Context: an optimization exercise on an open-source flow, tuned for small area. The choices shown serve that exercise and are no tape-out recipe.
Where RTL was checked, it was by simulation tests only, not by an equivalence proof against the original.
Power and IR drop assume default switching activity.

run 4:
// lte_hw_acc_scrambler
module lte_hw_acc_scrambler #(
    parameter IN_DATA_WIDTH = 1
)
(
    input  logic                         clk,
    input  logic                         ce,
    input  logic                         rstn,
    input  logic [3:0]                   sfn,
    input [IN_DATA_WIDTH - 1 : 0]        s_data,
    input                                s_valid,
    output                               s_ready,
    input                                in_sof,
    input [7:0]                          in_lof,
    input [4:0]                          cfg_addr,
    input [30:0]                         cfg_data,
    input                                cfg_wr,
    output [IN_DATA_WIDTH - 1 : 0]       m_data,
    output                               m_valid,
    input                                m_ready,
    output                               out_sof,
    output [7:0]                         out_lof
);
==> module lte_hw_acc_scrambler, before the edit <==
module lte_hw_acc_scrambler #(
    parameter IN_DATA_WIDTH = 1
)
(
    input  logic                         clk,
    input  logic                         ce,
    input  logic                         rstn,
    input  logic [3:0]                   sfn,
    input [IN_DATA_WIDTH - 1 : 0]        s_data,
    input                                s_valid,
    output                               s_ready,
    input                                in_sof,
    input [7:0]                          in_lof,
    input [4:0]                          cfg_addr,
    input [30:0]                         cfg_data,
    input                                cfg_wr,
    output [IN_DATA_WIDTH - 1 : 0]       m_data,
    output                               m_valid,
    input                                m_ready,
    output                               out_sof,
    output [7:0]                         out_lof
);
    logic [19:0][30:0] cfg_reg;
    logic [30:0] x_data_1, x_data_2;
    logic [7:0]  counter;
    logic        processing;
    wire transfer = s_valid & m_ready;
    wire load     = transfer & in_sof;
    logic [9:0] dec;
    always_comb begin
        for (int k = 0; k < 8; k++)
            dec[k] = !sfn[3] && (sfn[2:0] == k[2:0]);
        dec[8] = sfn[3] & !sfn[0];
        dec[9] = sfn[3] &  sfn[0];
    end
    function automatic logic [30:0] rst_val(input int i);
        rst_val = (i % 2 == 0) ? 31'd1 : 31'((i >> 2) << 9);
    endfunction
    wire [30:0] dz = cfg_data & {31{rstn}};     
    wire [30:0] d1 = cfg_data | {31{!rstn}};    
    logic [19:0] we, keep;
    logic [19:0][30:0] cfg_nxt;
    always_comb begin
        for (int i = 0; i < 20; i++) begin
            we[i]   = !rstn || (cfg_wr && !processing && cfg_addr == i[4:0]);
            keep[i] = rstn && !(cfg_wr && !processing && cfg_addr == i[4:0]);
        end
    end
    for (genvar i = 0; i < 20; i++) begin : g_cfg
        localparam logic [30:0] RV = rst_val(i);
        for (genvar b = 0; b < 31; b++) begin : g_b
            lte_scr_ao22 u_hold (
                .a1(RV[b] ? d1[b] : dz[b]), .b1(we[i]),
                .a2(cfg_reg[i][b]), .b2(keep[i]),
                .y(cfg_nxt[i][b]));
        end
    end
    always_ff @(posedge clk)
        cfg_reg <= cfg_nxt;
    wire        go    = rstn & ce & transfer;
    wire        sel_a = go & in_sof;
    wire [9:0]  sel_l = dec & {10{sel_a}};
    wire        sel_s = go & !in_sof & processing;
    wire        sel_h = rstn & !(ce & transfer & (in_sof | processing));
    logic [3:0] rd1, rd2;
    for (genvar b = 0; b < 4; b++) begin : g_rd
        logic [9:0] c1, c2;
        for (genvar k = 0; k < 10; k++) begin : g_k
            assign c1[k] = cfg_reg[2*k][b];
            assign c2[k] = cfg_reg[2*k+1][b];
        end
        lte_scr_or10 u_r1 (.s(dec), .d(c1), .y(rd1[b]));
        lte_scr_or10 u_r2 (.s(dec), .d(c2), .y(rd2[b]));
    end
    wire [30:0] nx1, nx2;
    for (genvar b = 0; b < 3; b++) begin : g_lo
        logic t1, t2;
        lte_scr_aoi222 u_1 (.a1(sel_a), .b1(rd1[b+1]), .a2(sel_s), .b2(x_data_1[b+1]),
                            .a3(sel_h), .b3(x_data_1[b]), .y(t1));
        lte_scr_aoi222 u_2 (.a1(sel_a), .b1(rd2[b+1]), .a2(sel_s), .b2(x_data_2[b+1]),
                            .a3(sel_h), .b3(x_data_2[b]), .y(t2));
        assign nx1[b] = !t1;
        assign nx2[b] = !t2;
    end
    for (genvar b = 3; b < 30; b++) begin : g_hi
        logic [11:0] c1, c2;
        for (genvar k = 0; k < 10; k++) begin : g_k
            assign c1[k] = cfg_reg[2*k][b+1];
            assign c2[k] = cfg_reg[2*k+1][b+1];
        end
        assign c1[10] = x_data_1[b+1];
        assign c2[10] = x_data_2[b+1];
        assign c1[11] = x_data_1[b];
        assign c2[11] = x_data_2[b];
        lte_scr_or12 u_1 (.s({sel_h, sel_s, sel_l}), .d(c1), .y(nx1[b]));
        lte_scr_or12 u_2 (.s({sel_h, sel_s, sel_l}), .d(c2), .y(nx2[b]));
    end
    wire fb1_l = rd1[0] ^ rd1[3];
    wire fb2_l = rd2[0] ^ rd2[1] ^ rd2[2] ^ rd2[3];
    wire fb1_s = x_data_1[0] ^ x_data_1[3];
    wire fb2_s = x_data_2[0] ^ x_data_2[1] ^ x_data_2[2] ^ x_data_2[3];
    logic f1, f2;
    lte_scr_aoi222 u_f1 (.a1(sel_a), .b1(fb1_l), .a2(sel_s), .b2(fb1_s),
                         .a3(sel_h), .b3(x_data_1[30]), .y(f1));
    lte_scr_aoi222 u_f2 (.a1(sel_a), .b1(fb2_l), .a2(sel_s), .b2(fb2_s),
                         .a3(sel_h), .b3(x_data_2[30]), .y(f2));
    assign nx1[30] = !f1;
    assign nx2[30] = !f2;
    always_ff @(posedge clk) begin
        x_data_1 <= nx1;
        x_data_2 <= nx2;
    end
    always_ff @(posedge clk) begin
        if (ce && transfer) begin
            if (in_sof)
                counter <= in_lof;
            else if (processing)
                counter <= counter - 8'd1;
        end
    end
    always_ff @(posedge clk) begin
        if (!rstn)
            processing <= 1'b0;
        else if (ce && transfer) begin
            if (in_sof)
                processing <= 1'b1;
            else if (processing && counter == 8'd2)
                processing <= 1'b0;
        end
    end
    wire e0 = load ? (rd1[0] ^ rd2[0]) : (x_data_1[0] ^ x_data_2[0]);
    assign m_data   = s_data ^ e0;
    assign s_ready  = m_ready;
    assign m_valid  = s_valid;
    assign out_lof  = in_lof;
    assign out_sof  = in_sof;
endmodule
Settings: LEC_CHECK=0, CAP_MARGIN=20, CORE_MARGIN=2, CORE_UTILIZATION=45, CTS_BUF_LIST=sky130_fd_sc_hd__clkbuf_16, CTS_CLUSTER_DIAMETER=60, CTS_CLUSTER_SIZE=30, SLEW_MARGIN=20, SYNTH_HIERARCHICAL=1, SYNTH_MINIMUM_KEEP_SIZE=0; clock period 3.6 ns.
run.sh (not shown) runs the stock make flow with config.mk's settings and CLKGATE_MAP_FILE= SYNTH_SCRIPT=/design/flow/synth_recipe.tcl, a recipe that flattens the netlist after the stock synthesis.
[inputs] run 3 vs run 4
-- flow/design.v --
<<< run 4, line 120
            assign c2[k] = cfg_reg[2*k+1][b];
        end
        lte_scr_or10 u_r1 (.s(dec), .d(c1), .y(rd1[b]));
        lte_scr_or10 u_r2 (.s(dec), .d(c2), .y(rd2[b]));
    end
    wire [30:0] nx1, nx2;
    for (genvar b = 0; b < 3; b++) begin : g_lo
        logic t1, t2;
        lte_scr_aoi222 u_1 (.a1(sel_a), .b1(rd1[b+1]), .a2(sel_s), .b2(x_data_1[b+1]),
                            .a3(sel_h), .b3(x_data_1[b]), .y(t1));
        lte_scr_aoi222 u_2 (.a1(sel_a), .b1(rd2[b+1]), .a2(sel_s), .b2(x_data_2[b+1]),
                            .a3(sel_h), .b3(x_data_2[b]), .y(t2));
        assign nx1[b] = !t1;
        assign nx2[b] = !t2;
    end
    for (genvar b = 3; b < 30; b++) begin : g_hi
        logic [11:0] c1, c2;
        for (genvar k = 0; k < 10; k++) begin : g_k
>>> run 3, line 120
            assign c2[k] = cfg_reg[2*k+1][b];
        end
        if (b == 0 || b == 3) begin : g_r1
            lte_scr_or10 u_r1 (.s(dec), .d(c1), .y(rd1[b]));
        end else begin : g_n1
            assign rd1[b] = 1'b0;    
        end
        lte_scr_or10 u_r2 (.s(dec), .d(c2), .y(rd2[b]));
    end
    wire [30:0] nx1, nx2;
    for (genvar b = 0; b < 3; b++) begin : g_lo
        logic t2;
        lte_scr_aoi222 u_2 (.a1(sel_a), .b1(rd2[b+1]), .a2(sel_s), .b2(x_data_2[b+1]),
                            .a3(sel_h), .b3(x_data_2[b]), .y(t2));
        assign nx2[b] = !t2;
    end
    logic t1;
    lte_scr_aoi222 u_lo1 (.a1(sel_a), .b1(rd1[3]), .a2(sel_s), .b2(x_data_1[3]),
                          .a3(sel_h), .b3(x_data_1[2]), .y(t1));
    assign nx1[2] = !t1;
    for (genvar b = 0; b < 30; b++) begin : g_hi
        logic [11:0] c1, c2;
        for (genvar k = 0; k < 10; k++) begin : g_k
<<< run 4, line 143
        assign c1[11] = x_data_1[b];
        assign c2[11] = x_data_2[b];
        lte_scr_or12 u_1 (.s({sel_h, sel_s, sel_l}), .d(c1), .y(nx1[b]));
        lte_scr_or12 u_2 (.s({sel_h, sel_s, sel_l}), .d(c2), .y(nx2[b]));
    end
    wire fb1_l = rd1[0] ^ rd1[3];
>>> run 3, line 148
        assign c1[11] = x_data_1[b];
        assign c2[11] = x_data_2[b];
        if (b != 2) begin : g_1
            lte_scr_or12 u_1 (.s({sel_h, sel_s, sel_l}), .d(c1), .y(nx1[b]));
        end
        if (b >= 3) begin : g_2
            lte_scr_or12 u_2 (.s({sel_h, sel_s, sel_l}), .d(c2), .y(nx2[b]));
        end
    end
    wire fb1_l = rd1[0] ^ rd1[3];
## What came out
Run 3 vs run 4: register-to-register slack down in run 3. Total power of run 3 is higher than that of run 4. Run 3 against run 4: clock-buffer cell count up 7.1%, fraction of power spent switching nets fell by 0.71 points. The run with more routed wire is run 4, not run 3. Compared with run 4, in run 3 hold slack now sits at about the same level; sequential share of power -0.4 points; pin count of the biggest net entering global routing has decreased; area of all placed cells without fillers -about 1.2%; die height has remained practically unchanged. Worst max-slew margin expressed relative to the limit delta (run 3 − run 4): favourable. ~same number of instances in the synthesized netlist in run 4 and run 3. Run 3: largest clock skew in the final design is 0.016 ns lower than what run 4 reported. Re placed standard-cell area: run 3 is about 1.4% down on run 4.
Only the layout flow was run in run 4; the RTL was not checked for function there.

---

Setup of alpha:
Another version of the RTL of lte_hw_acc_scrambler (not shown whole).
For scale: roughly 1900 cells after synthesis, roughly 68 I/O pins, ~24000 um2 of cells after synthesis.
==> module lte_scr_inv, before the edit <==
module lte_scr_inv (
    input  logic a,
    output logic y
);
    assign y = !a;
endmodule
==> module lte_scr_and2, before the edit <==
module lte_scr_and2 (
    input  logic a, b,
    output logic y
);
    assign y = a & b;
endmodule
==> module lte_scr_rowsel, before the edit <==
module lte_scr_rowsel (
    input  logic a,       
    input  logic b,       
    input  logic r,       
    output logic we,
    output logic keep
);
    logic nab;
    lte_scr_nand2 u_n (.a(a), .b(b), .y(nab));
    lte_scr_inv   u_w (.a(nab), .y(we));
    lte_scr_and2  u_k (.a(r), .b(nab), .y(keep));
endmodule
clock: 3.6 ns
lec_check: 0
cap_margin: 20
core_margin: 2
core_utilization: 70
cts_buf_list: sky130_fd_sc_hd__clkbuf_16
cts_cluster_diameter: 70
cts_cluster_size: 32
slew_margin: 20
synth_hierarchical: 1
synth_minimum_keep_size: 0
standard.sh (not shown) runs the stock make flow with config.mk's settings and CLKGATE_MAP_FILE= SYNTH_SCRIPT=/design/flow/synth_recipe.tcl, a recipe that flattens the netlist after the stock synthesis.
==> flow/flow/run.sh <==
#!/bin/bash
# Standard layout, with the smallest buffer on the ports.
export BUFFER_PORTS_ARGS="-buffer_cell sky130_fd_sc_hd__buf_1"
bash standard.sh > standard.log 2>&1
The inputs of beta differ from those of alpha as listed below.
--- a/flow/design.v
+++ b/flow/design.v
@@ -54,16 +54,4 @@
     lte_scr_nand2 u_3 (.a(s[9]), .b(d[9]), .y(t[3]));
     lte_scr_nand4 u_o (.a(t[0]), .b(t[1]), .c(t[2]), .d(t[3]), .y(y));
-endmodule
-module lte_scr_inv (
-    input  logic a,
-    output logic y
-);
-    assign y = !a;
-endmodule
-module lte_scr_and2 (
-    input  logic a, b,
-    output logic y
-);
-    assign y = a & b;
 endmodule
 module lte_scr_rowsel (
@@ -74,8 +62,6 @@
     output logic keep
 );
-    logic nab;
-    lte_scr_nand2 u_n (.a(a), .b(b), .y(nab));
-    lte_scr_inv   u_w (.a(nab), .y(we));
-    lte_scr_and2  u_k (.a(r), .b(nab), .y(keep));
+    assign we   = a & b;
+    assign keep = r & !(a & b);
 endmodule
 module lte_scr_xsel (
Notes after the runs:
- Part of the total power dissipated in the clock network was higher in the run labelled alpha.
- Power dissipated in combinational cells of beta exceeds that of alpha by a little under 10%.
- When the final numbers for beta and alpha were put side by side, the global routing met3 resource utilization turned out to be greater in alpha.
- From alpha to beta the numbers moved as follows: power consumption decreased 2.1%, cell area after layout increased 0.79%.
- Looking at highest routed metal layer, the met5 result is from alpha; the met4 one comes from beta.

---

## main
The RTL this note starts from:
==> flow/design.v <==
`timescale 1ns / 1ps
module lte_scr_ao22 (
    input  logic a1, b1, a2, b2,
    output logic y
);
    assign y = (a1 & b1) | (a2 & b2);
endmodule
module lte_scr_ao221 (
    input  logic a1, b1, a2, b2, c,
    output logic y
);
    assign y = (a1 & b1) | (a2 & b2) | c;
endmodule
module lte_scr_aoi222 (
    input  logic a1, b1, a2, b2, a3, b3,
    output logic y
);
    assign y = !((a1 & b1) | (a2 & b2) | (a3 & b3));
endmodule
module lte_scr_nand2 (
    input  logic a, b,
    output logic y
);
    assign y = !(a & b);
endmodule
module lte_scr_nand4 (
    input  logic a, b, c, d,
    output logic y
);
    assign y = !(a & b & c & d);
endmodule
module lte_scr_or12 (
    input  logic [11:0] s,
    input  logic [11:0] d,
    output logic        y
);
    logic [3:0] t;
    for (genvar g = 0; g < 4; g++) begin : g_t
        lte_scr_aoi222 u (.a1(s[3*g]), .b1(d[3*g]), .a2(s[3*g+1]), .b2(d[3*g+1]),
                          .a3(s[3*g+2]), .b3(d[3*g+2]), .y(t[g]));
    end
    lte_scr_nand4 u_o (.a(t[0]), .b(t[1]), .c(t[2]), .d(t[3]), .y(y));
endmodule
module lte_scr_or10 (
    input  logic [9:0] s,
    input  logic [9:0] d,
    output logic       y
);
    logic [3:0] t;
    for (genvar g = 0; g < 3; g++) begin : g_t
        lte_scr_aoi222 u (.a1(s[3*g]), .b1(d[3*g]), .a2(s[3*g+1]), .b2(d[3*g+1]),
                          .a3(s[3*g+2]), .b3(d[3*g+2]), .y(t[g]));
    end
    lte_scr_nand2 u_3 (.a(s[9]), .b(d[9]), .y(t[3]));
    lte_scr_nand4 u_o (.a(t[0]), .b(t[1]), .c(t[2]), .d(t[3]), .y(y));
endmodule
module lte_hw_acc_scrambler #(
    parameter IN_DATA_WIDTH = 1
)
(
    input  logic                         clk,
    input  logic                         ce,
    input  logic                         rstn,
    input  logic [3:0]                   sfn,
    input [IN_DATA_WIDTH - 1 : 0]        s_data,
    input                                s_valid,
    output                               s_ready,
    input                                in_sof,
    input [7:0]                          in_lof,
    input [4:0]                          cfg_addr,
    input [30:0]                         cfg_data,
    input                                cfg_wr,
    output [IN_DATA_WIDTH - 1 : 0]       m_data,
    output                               m_valid,
    input                                m_ready,
    output                               out_sof,
    output [7:0]                         out_lof
);
    logic [19:0][30:0] cfg_reg;
    logic [30:0] x_data_1, x_data_2;
    logic [7:0]  counter;
    logic        processing;
    wire transfer = s_valid & m_ready;
    wire load     = transfer & in_sof;
    logic [9:0] dec;
    always_comb begin
        for (int k = 0; k < 8; k++)
            dec[k] = !sfn[3] && (sfn[2:0] == k[2:0]);
        dec[8] = sfn[3] & !sfn[0];
        dec[9] = sfn[3] &  sfn[0];
    end
    function automatic logic [30:0] rst_val(input int i);
        rst_val = (i % 2 == 0) ? 31'd1 : 31'((i >> 2) << 9);
    endfunction
    logic [19:0] we, keep;
    logic [19:0][30:0] cfg_nxt;
    always_comb begin
        for (int i = 0; i < 20; i++) begin
            we[i]   = rstn && cfg_wr && !processing && cfg_addr == i[4:0];
            keep[i] = rstn && !(cfg_wr && !processing && cfg_addr == i[4:0]);
        end
    end
    wire rst = !rstn;
    for (genvar i = 0; i < 20; i++) begin : g_cfg
        localparam logic [30:0] RV = rst_val(i);
        for (genvar b = 0; b < 31; b++) begin : g_b
            if (RV[b]) begin : g_one
                lte_scr_ao221 u_hold (
                    .a1(cfg_data[b]), .b1(we[i]), .a2(cfg_reg[i][b]), .b2(keep[i]),
                    .c(rst), .y(cfg_nxt[i][b]));
            end else begin : g_zero
                lte_scr_ao22 u_hold (
                    .a1(cfg_data[b]), .b1(we[i]), .a2(cfg_reg[i][b]), .b2(keep[i]),
                    .y(cfg_nxt[i][b]));
            end
        end
    end
    always_ff @(posedge clk)
        cfg_reg <= cfg_nxt;
    wire        go    = rstn & ce & transfer;
    wire        sel_a = go & in_sof;
    wire [9:0]  sel_l = dec & {10{sel_a}};
    wire        sel_s = go & !in_sof & processing;
    wire        sel_h = rstn & !(ce & transfer & (in_sof | processing));
    logic [3:0] rd1, rd2;
    for (genvar b = 0; b < 4; b++) begin : g_rd
        logic [9:0] c1, c2;
        for (genvar k = 0; k < 10; k++) begin : g_k
            assign c1[k] = cfg_reg[2*k][b];
            assign c2[k] = cfg_reg[2*k+1][b];
        end
        if (b == 0 || b == 3) begin : g_r1
            lte_scr_or10 u_r1 (.s(dec), .d(c1), .y(rd1[b]));
        end else begin : g_n1
            assign rd1[b] = 1'b0;    
        end
        lte_scr_or10 u_r2 (.s(dec), .d(c2), .y(rd2[b]));
    end
    wire [30:0] nx1, nx2;
    for (genvar b = 0; b < 3; b++) begin : g_lo
        logic t2;
        lte_scr_aoi222 u_2 (.a1(sel_a), .b1(rd2[b+1]), .a2(sel_s), .b2(x_data_2[b+1]),
                            .a3(sel_h), .b3(x_data_2[b]), .y(t2));
        assign nx2[b] = !t2;
    end
    logic t1;
    lte_scr_aoi222 u_lo1 (.a1(sel_a), .b1(rd1[3]), .a2(sel_s), .b2(x_data_1[3]),
                          .a3(sel_h), .b3(x_data_1[2]), .y(t1));
    assign nx1[2] = !t1;
    for (genvar b = 0; b < 30; b++) begin : g_hi
        logic [11:0] c1, c2;
        for (genvar k = 0; k < 10; k++) begin : g_k
            assign c1[k] = cfg_reg[2*k][b+1];
            assign c2[k] = cfg_reg[2*k+1][b+1];
        end
        assign c1[10] = x_data_1[b+1];
        assign c2[10] = x_data_2[b+1];
        assign c1[11] = x_data_1[b];
        assign c2[11] = x_data_2[b];
        if (b != 2) begin : g_1
            lte_scr_or12 u_1 (.s({sel_h, sel_s, sel_l}), .d(c1), .y(nx1[b]));
        end
        if (b >= 3) begin : g_2
            lte_scr_or12 u_2 (.s({sel_h, sel_s, sel_l}), .d(c2), .y(nx2[b]));
        end
    end
    wire fb1_l = rd1[0] ^ rd1[3];
    wire fb2_l = rd2[0] ^ rd2[1] ^ rd2[2] ^ rd2[3];
    wire fb1_s = x_data_1[0] ^ x_data_1[3];
    wire fb2_s = x_data_2[0] ^ x_data_2[1] ^ x_data_2[2] ^ x_data_2[3];
    logic f1, f2;
    lte_scr_aoi222 u_f1 (.a1(sel_a), .b1(fb1_l), .a2(sel_s), .b2(fb1_s),
                         .a3(sel_h), .b3(x_data_1[30]), .y(f1));
    lte_scr_aoi222 u_f2 (.a1(sel_a), .b1(fb2_l), .a2(sel_s), .b2(fb2_s),
                         .a3(sel_h), .b3(x_data_2[30]), .y(f2));
    assign nx1[30] = !f1;
    assign nx2[30] = !f2;
    always_ff @(posedge clk) begin
        x_data_1 <= nx1;
        x_data_2 <= nx2;
    end
    always_ff @(posedge clk) begin
        if (ce && transfer) begin
            if (in_sof)
                counter <= in_lof;
            else if (processing)
                counter <= counter - 8'd1;
        end
    end
    always_ff @(posedge clk) begin
        if (!rstn)
            processing <= 1'b0;
        else if (ce && transfer) begin
            if (in_sof)
                processing <= 1'b1;
            else if (processing && counter == 8'd2)
                processing <= 1'b0;
        end
    end
    wire e0 = load ? (rd1[0] ^ rd2[0]) : (x_data_1[0] ^ x_data_2[0]);
    assign m_data   = s_data ^ e0;
    assign s_ready  = m_ready;
    assign m_valid  = s_valid;
    assign out_lof  = in_lof;
    assign out_sof  = in_sof;
endmodule
==> flow/config.mk <==
export PLATFORM = sky130hd
export DESIGN_NAME = lte_hw_acc_scrambler
export DESIGN_NICKNAME = lte_hw_acc_scrambler
export VERILOG_FILES = /design/flow/design.v
export SDC_FILE = /design/flow/constraint.sdc
export NUM_CORES = 4
export LEC_CHECK = 0
export CAP_MARGIN = 20
export CORE_MARGIN = 2
export CORE_UTILIZATION = 45
export CTS_BUF_LIST = sky130_fd_sc_hd__clkbuf_16
export CTS_CLUSTER_DIAMETER = 60
export CTS_CLUSTER_SIZE = 30
export SLEW_MARGIN = 20
export SYNTH_HIERARCHICAL = 1
export SYNTH_MINIMUM_KEEP_SIZE = 0
==> flow/constraint.sdc <==
create_clock -name core_clock -period 3.6 [get_ports {clk}]
set_input_delay 0.7200 -clock core_clock [delete_from_list [all_inputs] [get_ports {clk}]]
set_output_delay 0.7200 -clock core_clock [all_outputs]
set_load 0.01 [all_outputs]
==> flow/flow/run.sh <==
#!/bin/bash
# Standard layout, with the smallest buffer on the ports.
export BUFFER_PORTS_ARGS="-buffer_cell sky130_fd_sc_hd__buf_1"
export RECOVER_POWER=100
cp standard.sh standard_copy.txt
bash standard.sh > standard.log 2>&1
The layout from main, despite a flow that completed every stage, fails the layout checks, with the failing checks listed as max-capacitance violations, max-slew violations.
## Diff of input files: the feature branch against main
--- a/flow/design.v
+++ b/flow/design.v
@@ -5,10 +5,4 @@
 );
     assign y = (a1 & b1) | (a2 & b2);
-endmodule
-module lte_scr_ao221 (
-    input  logic a1, b1, a2, b2, c,
-    output logic y
-);
-    assign y = (a1 & b1) | (a2 & b2) | c;
 endmodule
 module lte_scr_aoi222 (
@@ -93,25 +87,21 @@
         rst_val = (i % 2 == 0) ? 31'd1 : 31'((i >> 2) << 9);
     endfunction
+    wire [30:0] dz = cfg_data & {31{rstn}};     
+    wire [30:0] d1 = cfg_data | {31{!rstn}};    
     logic [19:0] we, keep;
     logic [19:0][30:0] cfg_nxt;
     always_comb begin
         for (int i = 0; i < 20; i++) begin
-            we[i]   = rstn && cfg_wr && !processing && cfg_addr == i[4:0];
+            we[i]   = !rstn || (cfg_wr && !processing && cfg_addr == i[4:0]);
             keep[i] = rstn && !(cfg_wr && !processing && cfg_addr == i[4:0]);
         end
     end
-    wire rst = !rstn;
     for (genvar i = 0; i < 20; i++) begin : g_cfg
         localparam logic [30:0] RV = rst_val(i);
         for (genvar b = 0; b < 31; b++) begin : g_b
-            if (RV[b]) begin : g_one
-                lte_scr_ao221 u_hold (
-                    .a1(cfg_data[b]), .b1(we[i]), .a2(cfg_reg[i][b]), .b2(keep[i]),
-                    .c(rst), .y(cfg_nxt[i][b]));
-            end else begin : g_zero
-                lte_scr_ao22 u_hold (
-                    .a1(cfg_data[b]), .b1(we[i]), .a2(cfg_reg[i][b]), .b2(keep[i]),
-                    .y(cfg_nxt[i][b]));
-            end
+            lte_scr_ao22 u_hold (
+                .a1(RV[b] ? d1[b] : dz[b]), .b1(we[i]),
+                .a2(cfg_reg[i][b]), .b2(keep[i]),
+                .y(cfg_nxt[i][b]));
         end
     end
Notes after the runs:
- The feature branch completed every stage of the flow, and the final layout passed the timing, DRC and antenna checks.
- The feature branch ends up with higher portion of total power attributed to combinational logic than main does.
- Total sequential power | the feature branch above main
- Compared with main, the feature branch shows a lower clock-pin slew on the worst setup and hold paths.
- Compared with main, in the feature branch area growth from synthesis to layout decreased 1.6 points, worst hold slack increased 0.0054 ns.
- Cmp main and the feature branch / number of cells on the critical path / lower: main
- Post-placement worst setup slack delta for the feature branch relative to main: 0.069 ns lower
- Post-route fraction of the period consumed by the critical path: the feature branch lower than main
- Number of instances in the placed design delta (the feature branch -> main): insignificant
- In the feature branch, share of layout cells above drive strength 1 is lower than in main.
- Side by side, clock-buffer cell count turned out lower in the feature branch than in main.
- The post-synthesis adder-cell area fraction was comparable across main and the feature branch.

## afterwards: timing with drivers on the ports
In the flow no input, the clock included, has a driving cell. The finished layouts below were timed again as built, in two steps.
Step 1 (the two cells are an assumption about what drives the block):
set clk [get_ports {clk}]
set_driving_cell -lib_cell sky130_fd_sc_hd__clkbuf_16 $clk
set_driving_cell -lib_cell sky130_fd_sc_hd__buf_2 [delete_from_list [all_inputs] $clk]
Step 2, shift: input delay + t, output delay - t, t = (earliest + latest rising clock arrival at the registers) / 2. This alone moves slack from input paths to output paths.
a / b / c = no drivers / after step 1 / after step 2; a / b = the first two.
run	t, ns	setup slack, ns	worst hold slack (ns)	worst register clock-pin slew, ns	cell pins on the clock port's net
run 4	0.665	0.195 / 0.170 / 0.170	0.478 / 0.478 / 0.478	0.11 / 0.11	1
run 3	0.659	0.091 / 0.062 / 0.062	0.479 / 0.479 / 0.479	0.11 / 0.11	1
alpha	0.606	0.321 / 0.300 / 0.300	0.443 / 0.412 / 0.483	0.12 / 0.12	1
beta	0.675	0.306 / 0.283 / 0.283	0.411 / 0.375 / 0.481	0.12 / 0.12	1
main	0.672	0.173 / 0.173 / -0.428	0.449 / 0.408 / 0.478	0.11 / 0.11	1
the feature branch	0.654	0.180 / 0.149 / -0.419	0.454 / 0.422 / 0.477	0.11 / 0.11	1
The setup slack of main, which loses most, moves by 0.000 ns with the drivers and by -0.601 ns with both steps.
